This is an optimization exercise on Yosys and OpenROAD, whose aim is small area and a short achievable clock period, not a production implementation. RTL that was checked went through simulation tests only; none was proved equivalent to the original. For run 1, only the layout was checked, not whether the RTL still works. No activity file was given, so power comes from the tool's default toggle rates.

==> flow/design.v, too long to show whole: its modules and the start of the top module <==
// module register: 18 lines
// module delay: 26 lines
// module multiplexer: 12 lines
// module multiplier: 11 lines
// module adder: 12 lines
// module comparator: 10 lines
// module rectifier: 10 lines
// module distortion: 1500 lines
module distortion
#(
    parameter int WIDTH = 24
)
(
    input logic clk,
    input logic reset,
    input logic enable,
    input logic [WIDTH-1:0] in,
    input logic [WIDTH-1:0] gain,
    input logic [WIDTH-1:0] threshold,
    output logic [WIDTH-1:0] out
);
  // ...
==> flow/flow/run.sh <==
#!/bin/bash
# The standard layout (standard.sh) with two changes:
#  1. after the standard synthesis, flow/fixinv.py chooses the polarity of each
#     full-adder cell so that fewer inverters sit between adders (a full adder
#     is self-dual); registers and logic function are unchanged;
#  2. buffer_ports puts plain buf_1 cells on the ports instead of the default
#     clkdlybuf4s50_1 delay buffers (every port still gets its buffer).
# Each tool's output goes to a log file here; ORFS keeps each step's log under
# orfs/logs/.
set -euo pipefail
export BUFFER_PORTS_ARGS="-buffer_cell sky130_fd_sc_hd__buf_1"
R=orfs/results/${FLOW_PLATFORM:-sky130hd}/distortion/base
bash standard.sh synth > standard_synth.log 2>&1
cp $R/1_2_yosys.v $R/1_2_yosys.std.v
python3 flow/fixinv.py $R/1_2_yosys.std.v $R/1_2_yosys.v > fixinv.log 2>&1
rm -f $R/1_synth.odb $R/1_synth.sdc
bash standard.sh > standard.log 2>&1
==> flow/flow/fixinv.py <==
#!/usr/bin/env python3
"""Move inverters around full adders in a mapped sky130 netlist.

A full adder is self-dual: FA(~a, ~b, ~c) = (~sum, ~cout). Yosys's adder
extraction leaves many single inverters between adder cells. This script
chooses, for every fa_* cell, whether it works on inverted signals, so that
as few inverters as possible are needed, then rebuilds the netlist with one
inverter per signal that still needs an inverted copy. The logic function of
every output and register input is unchanged; no register is touched.

usage: fixinv.py IN.v OUT.v
"""
import re
import sys
from collections import defaultdict

OUT_PINS = {"X", "Y", "Q", "Q_N", "SUM", "COUT", "HI", "LO", "GCLK"}
INV_RE = re.compile(r"sky130_fd_sc_hd__(inv|clkinv)_\d+$")
FA_RE = re.compile(r"sky130_fd_sc_hd__fa_\d+$")

src = open(sys.argv[1]).read()
inst_re = re.compile(r"^(\s*)(sky130_fd_sc_hd__\w+)\s+(\S+)\s*\((.*?)\);\s*$", re.S | re.M)
pin_re = re.compile(r"\.(\w+)\(\s*(.*?)\s*\)(?=\s*,|\s*$)", re.S)

hdr = src[:src.index(");")]
ports = set()
for m in re.finditer(r"^\s*(input|output)\s+(\[\d+:\d+\]\s+)?(\S+);", src, re.M):
    name = m.group(3)
    if m.group(2):
        hi, lo = map(int, re.findall(r"\d+", m.group(2)))
        for i in range(min(hi, lo), max(hi, lo) + 1):
            ports.add(f"{name}[{i}]")
    ports.add(name)

insts = []   # [type, name, [(pin, net)]]
for m in inst_re.finditer(src):
    pins = [(p, n.strip()) for p, n in pin_re.findall(m.group(4))]
    insts.append([m.group(2), m.group(3), pins, m.start(), m.end()])

driver = {}
for k, (typ, name, pins, _, _) in enumerate(insts):
    for p, n in pins:
        if p in OUT_PINS:
            driver[n] = (k, p)


def is_handled_inv(k):
    typ, name, pins, _, _ = insts[k]
    if not INV_RE.search(typ):
        return False
    d = dict(pins)
    a, y = d.get("A"), d.get("Y")
    if a is None or y is None:
        return False
    if y in ports or a == "clk" or y == "clk":
        return False
    if a.startswith("1'") or a.startswith("\\1'"):
        return False
    return True


handled = {k for k in range(len(insts)) if is_handled_inv(k)}


def resolve(net):
    """Follow handled inverters back to the base signal: (base_net, parity)."""
    q = 0
    seen = 0
    while net in driver and driver[net][0] in handled:
        k = driver[net][0]
        net = dict(insts[k][2])["A"]
        q ^= 1
        seen += 1
        if seen > 1000:
            raise SystemExit("inverter loop")
    return net, q


# consumer pins of non-handled cells
cons = []    # (inst k, pin index, base net, parity)
for k, (typ, name, pins, _, _) in enumerate(insts):
    if k in handled:
        continue
    for j, (p, n) in enumerate(pins):
        if p in OUT_PINS:
            continue
        b, q = resolve(n)
        cons.append((k, j, b, q))

fa = [k for k in range(len(insts)) if FA_RE.search(insts[k][0])]
flip = defaultdict(int)
by_src = defaultdict(list)
for c in cons:
    by_src[c[2]].append(c)
fa_inputs = defaultdict(list)
for c in cons:
    if FA_RE.search(insts[c[0]][0]):
        fa_inputs[c[0]].append(c)
X2_RE = re.compile(r"sky130_fd_sc_hd__x(n?)or2_\d+$")
# xor2/xnor2 cells: the output polarity is free (swap xor2 <-> xnor2)
x2 = [k for k in range(len(insts)) if k not in handled and X2_RE.search(insts[k][0])]
fa_outnets = defaultdict(list)
for n, (k, p) in driver.items():
    if FA_RE.search(insts[k][0]) or X2_RE.search(insts[k][0]):
        fa_outnets[k].append(n)


def fmt(n):
    return n + " " if n.startswith("\\") else n


def avail(net):
    d = driver.get(net)
    if d and (FA_RE.search(insts[d[0]][0]) or X2_RE.search(insts[d[0]][0])):
        return flip[d[0]]
    return 0


ABS_RE = re.compile(r"sky130_fd_sc_hd__(ha|xor2|xnor2)_\d+$")


def need(c):
    k, j, b, q = c
    pk = flip[k] if FA_RE.search(insts[k][0]) else 0
    return q ^ pk ^ avail(b)


def src_cost(b):
    # half adders and xor cells absorb inversions (see below), so they do not
    # count. An inverter between two adders (on the adder-tree paths, which set
    # the clock period) counts double.
    w = 0
    d = driver.get(b)
    from_fa = bool(d and FA_RE.search(insts[d[0]][0]))
    for c in by_src[b]:
        if need(c) and not ABS_RE.search(insts[c[0]][0]):
            w = max(w, 2 if (from_fa and FA_RE.search(insts[c[0]][0])) else 1)
    return w


def local_cost(k):
    nets = set(fa_outnets[k]) | {c[2] for c in fa_inputs[k]}
    return sum(src_cost(b) for b in nets)


before = sum(src_cost(b) for b in by_src)


def greedy():
    for _ in range(50):
        changed = False
        for k in fa + x2:
            c0 = local_cost(k)
            flip[k] ^= 1
            c1 = local_cost(k)
            if c1 < c0:
                changed = True
            else:
                flip[k] ^= 1
        if not changed:
            break


# greedy descent, then simulated annealing from the best state (fixed seed)
import random
import math
rng = random.Random(1)
greedy()
cur = sum(src_cost(b) for b in by_src)
best, best_flip = cur, dict(flip)
T = 2.0
for it in range(60000):
    k = (fa + x2)[rng.randrange(len(fa) + len(x2))]
    c0 = local_cost(k)
    flip[k] ^= 1
    c1 = local_cost(k)
    d = c1 - c0
    if d <= 0 or rng.random() < math.exp(-d / T):
        cur += d
        if cur < best:
            best, best_flip = cur, dict(flip)
    else:
        flip[k] ^= 1
    T = max(0.05, T * 0.9999)
flip.clear()
flip.update(best_flip)
greedy()
# Half adders and 2-input xor cells can absorb inverted inputs by changing
# cell: HA(~a, ~b) = (a ^ b, ~(a | b)), HA(~a, b) = (~(a ^ b), ~a & b),
# xor(~a, b) = xnor(a, b). Cells that take this get new types and connect
# straight to the signals.
absorbed = set()
retype = {}      # inst k -> list of replacement cells (type, name, [(pin, net)])
HA_RE = re.compile(r"sky130_fd_sc_hd__ha_\d+$")
pins_of = defaultdict(dict)
for c in cons:
    pins_of[c[0]][insts[c[0]][2][c[1]][0]] = c
for k, (typ, name, pins, _, _) in enumerate(insts):
    if k in handled:
        continue
    d = dict(pins)
    if HA_RE.search(typ):
        ca, cb = pins_of[k].get("A"), pins_of[k].get("B")
        if ca is None or cb is None:
            continue
        na, nb = need(ca), need(cb)
        if not (na or nb):
            continue
        a, b = ca[2], cb[2]
        s_net, c_net = d.get("SUM"), d.get("COUT")
        cells = []
        if na and nb:
            if s_net:
                cells.append(("sky130_fd_sc_hd__xor2_1", name + "_x", [("A", a), ("B", b), ("X", s_net)]))
            if c_net:
                cells.append(("sky130_fd_sc_hd__nor2_1", name + "_c", [("A", a), ("B", b), ("Y", c_net)]))
        else:
            inv_, keep = (a, b) if na else (b, a)
            if s_net:
                cells.append(("sky130_fd_sc_hd__xnor2_1", name + "_x", [("A", a), ("B", b), ("Y", s_net)]))
            if c_net:
                cells.append(("sky130_fd_sc_hd__nor2b_1", name + "_c", [("A", inv_), ("B_N", keep), ("Y", c_net)]))
        retype[k] = cells
        absorbed.add(ca)
        absorbed.add(cb)
    elif X2_RE.search(typ):
        ca, cb = pins_of[k].get("A"), pins_of[k].get("B")
        if ca is None or cb is None:
            continue
        na, nb = need(ca), need(cb)
        if not (na or nb or flip[k]):
            continue
        xnor = X2_RE.search(typ).group(1) == "n"
        if na ^ nb ^ flip[k]:
            xnor = not xnor
        onet = d.get("Y") if "Y" in d else d.get("X")
        if xnor:
            cells = [("sky130_fd_sc_hd__xnor2_1", name, [("A", ca[2]), ("B", cb[2]), ("Y", onet)])]
        else:
            cells = [("sky130_fd_sc_hd__xor2_1", name, [("A", ca[2]), ("B", cb[2]), ("X", onet)])]
        retype[k] = cells
        absorbed.add(ca)
        absorbed.add(cb)

need_plain = need


def need(c):
    return 0 if c in absorbed else need_plain(c)


def src_cost(b):
    return 1 if any(need(c) for c in by_src[b]) else 0


after = sum(src_cost(b) for b in by_src)
print(f"fixinv: {len(retype)} half adders / xor cells rewritten", file=sys.stderr)
print(f"fixinv: {len(handled)} inverters before, {after} after "
      f"(base signals needing an inverted copy: {before} -> {after}); "
      f"{sum(flip[k] for k in fa)} of {len(fa)} adders and {sum(flip[k] for k in x2)} of {len(x2)} xor cells flipped", file=sys.stderr)

# rebuild
newnet = {}
extra = []
cnt = 0
for b in sorted(by_src):
    if src_cost(b):
        cnt += 1
        nn = f"_fixinv_n{cnt}_"
        newnet[b] = nn
        extra.append((nn, f"  sky130_fd_sc_hd__inv_1 _fixinv_i{cnt}_ (\n    .A({fmt(b)}),\n    .Y({nn})\n  );\n"))
newpins = {}
for c in cons:
    k, j, b, q = c
    newpins[(k, j)] = newnet[b] if need(c) else b

out = []
pos = 0
for k, (typ, name, pins, s, e) in enumerate(insts):
    out.append(src[pos:s])
    pos = e
    if k in handled:
        continue
    if k in retype:
        blocks = []
        for t2, n2, p2 in retype[k]:
            blocks.append(f"  {t2} {fmt(n2)} (\n" + ",\n".join(f"    .{p}({fmt(n)})" for p, n in p2) + "\n  );")
        out.append("\n".join(blocks))
        continue
    lines = []
    for j, (p, n) in enumerate(pins):
        lines.append(f"    .{p}({fmt(newpins.get((k, j), n))})")
    out.append(f"  {typ} {name} (\n" + ",\n".join(lines) + "\n  );")
tail = src[pos:]
out.append(tail)
text = "".join(out)
decl = "".join(f"  wire {nn};\n" for nn, _ in extra)
cells = "".join(c for _, c in extra)
i = text.rindex("endmodule")
text = text[:i] + cells + text[i:]
j = text.index("  wire ")
text = text[:j] + decl + text[j:]
open(sys.argv[2], "w").write(text)
==> flow/standard.sh <==
#!/bin/bash
# synth_recipe.tcl (not shown) runs the flow's synth.tcl, then flattens the netlist and writes it again
# the make line also repeats each setting of config.mk as NAME=value (left out here)
make -C /OpenROAD-flow-scripts/flow DESIGN_CONFIG=/design/flow/config.mk WORK_HOME=/design/flow/orfs CLKGATE_MAP_FILE= SYNTH_SCRIPT=/design/flow/synth_recipe.tcl "${@:-finish}"
==> flow/config.mk <==
export PLATFORM = sky130hd
export DESIGN_NAME = distortion
export DESIGN_NICKNAME = distortion
export VERILOG_FILES = /design/flow/design.v
export SDC_FILE = /design/flow/constraint.sdc
export NUM_CORES = 4
export LEC_CHECK = 0
export CAP_MARGIN = 20
export CORE_MARGIN = 2
export CORE_UTILIZATION = 60
export CTS_BUF_LIST = sky130_fd_sc_hd__clkbuf_4 sky130_fd_sc_hd__clkbuf_8
export CTS_CLUSTER_SIZE = 20
export SETUP_SLACK_MARGIN = 4.4
export SLEW_MARGIN = 20
export TNS_END_PERCENT = 0
==> flow/constraint.sdc <==
create_clock -name core_clock -period 7.5 [get_ports {clk}]
set_input_delay 1.5000 -clock core_clock [delete_from_list [all_inputs] [get_ports {clk}]]
set_output_delay 1.5000 -clock core_clock [all_outputs]
set_load 0.01 [all_outputs]
==> run summary, run 1 <==
CTS clk-pin slew, worst paths=70 ps; bufs w/o clock=207; Worst path slowest cell=edfxtp_1; Metal-1 WL=25,050 µm; most frequent cells in the layout=xnor2_1 (272), a22oi_1 (233), edfxtp_1 (210); row count=70; inverters=89; Final nets=2,477; vias per cell=6.473; Final Util=0.6955; Hold Crit Class=flop to flop; CP Depth=11; worst path required time=7860 ps; met3 Track Usage GR=0.1126; Slew Viols, Final=0; CTS sink count=237; largest register by flop count=r2; All-Layer GR Usage=0.3332; Starting Density=0.6100; crit path max fanout=5; setup TNS=0 ps; Post-Syn Area=0.02233 mm²; outcome=complete, no violations; fin area=0.02546 mm²; combinational gate power=8.73 mW; Mean Syn Cell Area=11.03 µm²; seq pwr=2.81 mW; largest net degree at the start of global routing=179; crit-path max cell delay=490 ps; WHS Path Cells=1; Sw Share=0.4500; grt met1 use=0.4428; multi-input logic portion of the cell area=0.5861; htree depth=2; Die H=196.9 µm; clk pwr=1.37 mW; Seq. cell area=0.006982 mm²; CP cell instances=fa_1 > ha_2 > nand4_1 > a21oi_2 > o311ai_2 > a211oi_2 > buf_4 > a21oi_1 > o21bai_1 > a21oi_1 > xnor2_1; Final setup viols=0; fraction of area in registers=0.2742; Die W=196.9 µm; # fillers=2,726
==> run 2, diff against run 1 <==
--- a/flow/design.v
+++ b/flow/design.v
@@ -1580,20 +1580,14 @@
     if (enable) begin
         x <= psum[43:20]; t <= threshold;
     end
 end
 wire        cmp_pos = x >= t;
 wire [25:0] neg_sum = {{2{x[23]}}, x} + {2'b00, t} + 26'h3FFFFFF;
 wire        cmp_neg = neg_sum[25];
 wire        cmp = x[23] ? cmp_neg : cmp_pos;
-wire [23:0] tor0 = {t[22:0], 1'b0};
-wire [23:0] tor1 = tor0 | {tor0[22:0], 1'b0};
-wire [23:0] tor2 = tor1 | {tor1[21:0], 2'b0};
-wire [23:0] tor3 = tor2 | {tor2[19:0], 4'b0};
-wire [23:0] tor4 = tor3 | {tor3[15:0], 8'b0};
-wire [23:0] tor5 = tor4 | {tor4[7:0], 16'b0};
-wire [23:0] lvl = t ^ ({24{x[23]}} & tor5);
+wire [23:0] lvl = x[23] ? (~t + 24'd1) : t;
 always_ff @(posedge clk or posedge reset) begin
     if (reset) out <= '0;
     else if (enable) out <= v3 ? (cmp ? lvl : x) : '0;
 end
 endmodule
==> run 2 against run 1 <==
Still clean on timing, DRC and antenna. Clock power shrank 6%. Flip-flop and latch count is the same. Global-route usage is essentially flat. Die area shrank 2.1%. Register-to-register slack lost 60 ps. Utilization grew 0.051 points. Clock skew grew 14 ps. Via count shrank 5.0%. Sequential share of layout area grew 0.65 points. Total power shrank 9.6%. Largest cell class unchanged.
==> run summary, run 2 <==
outcome=complete, no violations; htree depth=2 (unchanged); Sequential Power Share=0.240; final worst slack=4229 ps; critical path class=flop to flop; routed len/inst=24.77 µm; DP HPWL=39,180 µm; Sw Share=0.4296 (-0.02045); Ant. Diodes=0; CTS clk-pin slew, worst paths=60 ps (about the same); worst path required time=7830 ps (-30 ps); CP cell instances=buf_4 > buf_6 > buf_8 > a22oi_2 > xor2_1 > xor2_1 > fa_1 > fa_1 > fa_1; DRC=0; post-route ant nets=0; Final Hold Fails=0; latest clock arrival within the worst-skew pair=620 ps; syn_nets=2,303; CP Depth=9 (-2); CP bufs+invs=3; Worst path slowest cell=fa_1; Max rail drop VDD=0.0003528 V; FMAX=305.8 MHz; CTS sink count=237 (unchanged); maxcap violations=0; Layout area overhead=13.83%; drt total wl=62,240 µm; Clock Tree Root=clkbuf_8; Arr. time, crit path=3600 ps; setup TNS=0 ps (unchanged); Die W=194.8 µm (-1.1%); vias per cell=6.374 (-1.5%); Design Power=11.67 mW; GPL Wtd Cong=0.8884; largest net degree at the start of global routing=148 (-17%); vias in the first global route=16,170; routed vias=16,020; Detailed Routing Iterations Pass 1=6; most used cell, CP=fa_1; share of cells above drive strength 1=0.1477; number of flip-flops in the largest register=101; Net Sw Power=5.013 mW; GRT Residual Overflow=0; DIE AREA=0.03796 mm²; commonest non-fill, non-tap cell in the layout=xnor2_1; first-pass GRT wire length=95,790 µm; I/O Buffers=98; cell class contributing the biggest share of worst-path delay=adder cells; hold buffers post-CTS=0; Ports=99; Tcrit/Tclk final=0.4361; crit path max fanout=9 (+4); combinational share of power=0.650; CTS Buffer Depth=3; crit-path max cell delay=500 ps (about the same); clk_skew=34.92 ps; row count=69 (-1.4%); Starting Density=0.6114 (+0.001378); CTS tree=built; CTS Buf Count=43; CP endpoint kind=flop; DP Worst Slack=3388 ps; Post-Syn Area=0.02185 mm² (-2.2%); Die H=194.8 µm (-1.1%); All-Layer GR Usage=0.3332 (about the same); Hold Crit Class=flop to flop; most frequent cells in the layout=xnor2_1 (283), a22oi_1 (252), fa_1 (211); Max-Slew Margin vs Limit=0.3862; fin area=0.02488 mm² (-2.3%); PD cells=469.1 mW/mm²; Placement Cell Area=0.02250 mm²; Pint=6.657 mW; RSZ-0062 raised after global routing=yes; Synthesis Warnings=1; P_leak=9.354 nW; initial antenna violation count=0; largest register by flop count=r2; clock share of power=0.110; final critical-path required period=3271 ps; Core Region=0.03574 mm²; Final nets=2,404 (-2.9%); Mean Syn Cell Area=11.36 µm² (+3.0%); worst-margin pin slew=920.7 ps; critical path startpoint category=flop; Slew Viols, Final=0 (unchanged); WHS Path Cells=1 (unchanged); WHS=480.0 ps; worst r2r path cells=9; Final setup viols=0 (unchanged); Iter 0 DRT Violations=2,138; Mapped Cells=1,923
## run 2: stage by stage
stage | std cells | utilization
4_1_cts | 2503 | 0.6894
6_report | 2513 | 0.6960
2_1_floorplan | 1923 | -
5_1_grt | 2513 | 0.6960
3_5_place_dp | 2353 | 0.6296
3_3_place_gp | 2353 | 0.6296
## run 2: final timing paths
kind                       startpoint  endpoint  slack, ps
max in group asynchronous       reset    out[3]       6210
min reg2reg                        v1        v1        480
min in group asynchronous       reset   out[18]        840
min                                v1        v1        480
max reg2reg                  b_one[0]    r2[25]       4230
max                          b_one[0]    r2[25]       4230
## run 2: area by class of cell
type / instances / area, µm²
inverters: 82 / 315.3
well taps: 461 / 576.8
clock inverters: 14 / 146.4
fillers: 2644 / 10870
repair buffers: 226 / 1713
multi-input cells: 1434 / 14410
flip-flops and latches: 237 / 6982
clock buffers: 59 / 737.0
## run 2: power by group through the flow
stage | Clock, mW | Sequential, mW | Combinational, mW
after floorplan | 0 | 2.76 | 4.99
after global placement | 0 | 2.90 | 6.57
after detailed placement | 0 | 2.92 | 6.82
after CTS | 1.33 | 2.80 | 7.40
after global routing | 1.37 | 2.85 | 8.49
final | 1.29 | 2.80 | 7.58
## run 2: per-layer routing
layer  global-route usage  share of wire
met4              0.09980          0.030
met1               0.4767           0.41
met5                    0              0
met2               0.5037           0.44
met3              0.08676           0.12
## run 2: timing repair
action / in CTS / in global routing
resized for setup: 106 / 31
pin swaps: 52 / 33
cloned: 2 / 0
buffers inserted: 75 / 9
endpoints found under the setup margin: 118 / 83

## re-timing with driven ports
No port has a modelled driver above. Below, the same layouts with a new extraction and two added sets of constraints.
Step 1, drivers: a clkbuf_16 drives clk and a buf_2 each remaining input, both assumed.
Step 2 also shifts input and output timing later by t, the mid clock arrival at the registers, as if the neighbouring blocks saw the same clock.
Slacks: no drivers / after step 1 / after step 2; pairs: no drivers / after step 1.
run | t (ns) | slack for setup (ns) | slew at the worst register clock pin (ns) | cell pins on the clock port's net
run 1 | 0.673 | 4.287 / 4.287 / 3.856 | 0.08 / 0.08 | 1
run 2 | 0.657 | 4.229 / 4.229 / 3.731 | 0.06 / 0.06 | 1
After both steps setup and hold are still met in every run listed. The setup slack of run 2, which loses most, moves by 0.000 ns with the drivers and by -0.498 ns with both steps.
